What follows belongs to an exercise in optimizing a design on an open flow for a short achievable clock period and few clock cycles; a production flow would make more cautious choices. In this exercise RTL edits were held to simulation tests only and were not proved equivalent to the original.

job 4332:
// rv32i_cpu
module rv32i_cpu (
    input  wire        clk,
    input  wire        reset,
    output wire [31:0] imem_addr,
    input  wire [31:0] imem_rdata,
    output wire [31:0] dmem_addr,
    output wire [31:0] dmem_wdata,
    output wire        dmem_we,
    output wire [3:0]  dmem_be,
    input  wire [31:0] dmem_rdata
);
    reg  [29:0] pa, pt;
    wire [29:0] pc = pa | pt;
    reg         f_valid;
    reg  [29:0] f_pc;
    reg  [31:0] f_ins;
    reg  [29:0] f_pc1;                             
    reg  [10:0] f_tbl;                             
    reg         f_lxhit;                           
    reg         f_r, f_i, f_ld, f_st, f_br, f_jal, f_jalr, f_lui, f_auipc;
    reg         f_use1, f_use2, f_brs2, f_wr;
    reg         lx_valid;
    reg  [7:0]  lx_pc;
    reg         e_wr, e_ld, e_st;                  
    reg         e_beq;                             
    reg         e_jalu;                            
    reg         e_blt;                             
    reg         e_jalr;                            
    reg  [3:0]  e_rd;
    reg  [31:0] e_a, e_b, e_bx, e_sd, e_pass;      
    reg         r_sum, r_xor, r_or, r_and, r_sll, r_sr, r_slt, r_sltu, r_pass;
    reg         e_sub, e_sra;
    reg  [2:0]  e_f3;
    reg         e_pred;                            
    reg         e_k;                               
    reg         e_addi;                            
    reg  [31:0] e_nimm;                            
    reg  [31:0] e_nimm2;                           
    reg         e_d_m;                             
  ...
export LEC_CHECK = 0
export ABC_CLOCK_PERIOD_IN_PS = 2500
export CAP_MARGIN = 20
export CORE_MARGIN = 2
export CORE_UTILIZATION = 40
export SETUP_SLACK_MARGIN = 5
export SLEW_MARGIN = 20
create_clock -name core_clock -period 8.0 [get_ports {clk}]
run.sh (not shown) runs the stock make flow with config.mk's settings and CLKGATE_MAP_FILE= SYNTH_SCRIPT=/design/flow/synth_recipe.tcl, a recipe that flattens the netlist after the stock synthesis.
Testbench counts of job 4332, summed over its fixed seeds: cycles 55,046.
Modified inputs, job 3875 compared to job 4332
--- a/flow/design.v
+++ b/flow/design.v
@@ -7,14 +7,16 @@
     output wire [31:0] dmem_addr,
     output wire [31:0] dmem_wdata,
     output wire        dmem_we,
     output wire [3:0]  dmem_be,
     input  wire [31:0] dmem_rdata
 );
-    reg  [29:0] pa, pt;
-    wire [29:0] pc = pa | pt;
+    reg  [29:0] pa;
+    reg  [7:0]  pt;
+    wire [29:0] pc = {pa[29:8], pa[7:0] | pt};
+    wire        c8 = &pc[7:0];
     reg         f_valid;
     reg  [29:0] f_pc;
     reg  [31:0] f_ins;
     reg  [29:0] f_pc1;                             
     reg  [10:0] f_tbl;                             
     reg         f_lxhit;                           
@@ -75,33 +77,35 @@
     wire take_bf = fi_br & ~fi[31] & ~fi[30] & ~fi[7] & ~bsum[8] & same_rs & f3_eqge;
     wire take_b = take_bb | take_bf;
     wire [7:0]  jlo  = fi[29:22];
     wire [8:0]  jsum = {1'b0, pc[7:0]} + {1'b0, jlo};
     wire j_short = (fi[30] == fi[31]) & (fi[20] == fi[31]) & (fi[19:12] == {8{fi[31]}});
     wire take_j = fi_jal & j_short & (jsum[8] == fi[31]);
-    wire take   = take_b | take_j;
+    wire take   = (take_b | take_j) & ~c8;
     wire [29:0] pc_inc   = pc + 30'd1;
     wire [29:0] fi_bw    = {{20{fi[31]}}, fi[7], fi[30:25], fi[11:9]};
     wire [29:0] fi_jw    = {{12{fi[31]}}, fi[19:12], fi[20], fi[30:22]};
-    wire [29:0] t_bj     = {pc[29:8], fi_jal ? jsum[7:0] : bsum[7:0]};
+    wire [7:0]  t_lo     = fi_jal ? jsum[7:0] : bsum[7:0];
     wire        ex_go   = ex_redirect & ~mem_redirect;
     wire        seq      = ~mem_redirect & ~id_redir0 & ~stall;
     wire        hold     = ~mem_redirect & ~id_redir0 & stall;
     wire [29:0] pa_other = mem_redirect ? mem_target : id_redir0 ? id_target : pa;
-    wire        s_inc    = ~ex_go & seq & ~take;
+    wire        s_inc    = ~ex_go & seq & ~take;   
     wire        s_tgt    = ~ex_go & seq &  take;
     wire        s_oth    = ~ex_go & ~seq;
     wire        s_hold   = ~ex_go & hold;
-    wire [29:0] pa_next  = ({30{ex_go}} & ex_target) | ({30{s_inc}} & pc_inc) |
-                           ({30{s_oth}} & pa_other);
-    wire [29:0] pt_next  = ({30{s_tgt}} & t_bj) | ({30{s_hold}} & pt);
+    wire [21:0] pa_hi_next = ex_go ? ex_target[29:8] : seq ? pc_inc[29:8] : pa_other[29:8];
+    wire [7:0]  pa_lo_next = ({8{ex_go}} & ex_target[7:0]) | ({8{s_inc}} & pc_inc[7:0]) |
+                             ({8{s_oth}} & pa_other[7:0]);
+    wire [29:0] pa_next  = {pa_hi_next, pa_lo_next};
+    wire [7:0]  pt_next  = ({8{s_tgt}} & t_lo) | ({8{s_hold}} & pt);
     assign imem_addr = {pc, 2'b00};
     always @(posedge clk or posedge reset) begin
         if (reset) begin
             pa <= 30'd0;
-            pt <= 30'd0;
+            pt <= 8'd0;
         end else begin
             pa <= pa_next;
             pt <= pt_next;
         end
     end
     always @(posedge clk or posedge reset) begin
@@ -150,20 +154,21 @@
     wire [31:0] imm_s  = {{20{f_ins[31]}}, f_ins[31:25], f_ins[11:7]};
     wire [29:0] pc_p1  = f_pc1;
     wire [19:0] pc_up  = f_pc[29:10] + f_ins[31:12];
     wire [31:0] d_pass = f_lui   ? {f_ins[31:12], 12'b0} :
                          f_auipc ? {pc_up, f_pc[9:0], 2'b00} : {pc_p1, 2'b00};
     wire [8:0]  d_bsum  = {1'b0, f_pc[7:0]} + {1'b0, f_ins[29:25], f_ins[11:9]};
-    wire        f_bpred = (f_br & f_ins[31] & f_ins[30] & f_ins[7] & d_bsum[8] & ~f_lxhit) |
+    wire        f_c8    = &f_pc[7:0];
+    wire        f_bpred = ~f_c8 & ((f_br & f_ins[31] & f_ins[30] & f_ins[7] & d_bsum[8] & ~f_lxhit) |
                           (f_br & ~f_ins[31] & ~f_ins[30] & ~f_ins[7] & ~d_bsum[8] &
                            (f_ins[18:15] == f_ins[23:20]) &
-                           ((f3 == 3'b000) | (f3 == 3'b101) | (f3 == 3'b111)));
+                           ((f3 == 3'b000) | (f3 == 3'b101) | (f3 == 3'b111))));
     wire [8:0]  d_jsum  = {1'b0, f_pc[7:0]} + {1'b0, f_ins[29:22]};
     wire        d_jshort = (f_ins[30] == f_ins[31]) & (f_ins[20] == f_ins[31]) &
                            (f_ins[19:12] == {8{f_ins[31]}});
-    wire        f_jpred = d_jshort & (d_jsum[8] == f_ins[31]);
+    wire        f_jpred = ~f_c8 & d_jshort & (d_jsum[8] == f_ins[31]);
     wire [19:0] tb_hi  = (f_tbl[10] == f_ins[31]) ? f_pc[29:10] :
                          f_tbl[10] ? (f_pc[29:10] + 20'd1) : (f_pc[29:10] - 20'd1);
     wire [29:0] alt_b  = {tb_hi, f_tbl[9:0]};
     wire j_fuse = f_jalr & e_wr & (e_rd == rs1) & r_pass;
     wire [31:0] j_sum = e_pass + imm_i;
     wire z_fuse = f_br & ~f3[2] & (rs2 == 4'd0) & e_wr & (e_rd == rs1) & e_addi;
[summary]
Job 3875 closes out successfully: all stages finished, all timing, DRC and antenna checks passed.
Job 3875 against job 4332: maximum frequency decreased by about 0.9% relative to the old numbers; number of buffers other than clock buffers in the final layout decreased by 24% relative to the old numbers; first-iteration DRC count decreased by 570 relative to the old numbers; number of global-route vias before repair decreased by about 4.6% relative to the old numbers.
Relative to job 4332, placed instance count has gone down in job 3875.
Testbench counts of job 3875, summed over its fixed seeds: cycles 55,047.

## port drivers added, routing unchanged
No port has a modelled driver above. Below, the same layouts with a new extraction and two added sets of constraints. Step 1, drivers: a clkbuf_16 drives clk and a buf_2 each remaining input, both assumed. Step 2 adds t to the input delays and takes it off the output delays; t is the mean of the earliest and latest rising clock arrival at the registers after step 1. Input paths then give back, and output paths get back, about the clock's delay inside the block. Slacks: ideal / step 1 / step 2; pairs: ideal / step 1.
run | t (ns) | slack for setup (ns) | clock arrival spread, ns | worst slew at a driven data input, ns
job 4332 | 0.847 | 4.411 / 4.422 / 3.576 | 0.050 / 0.049 | 0.11
job 3875 | 0.847 | 4.380 / 4.380 / 3.718 | 0.078 / 0.078 | 0.23
After both steps setup and hold are still met in every run listed. The setup slack of job 4332, which loses most, moves by +0.011 ns with the drivers and by -0.835 ns with both steps.
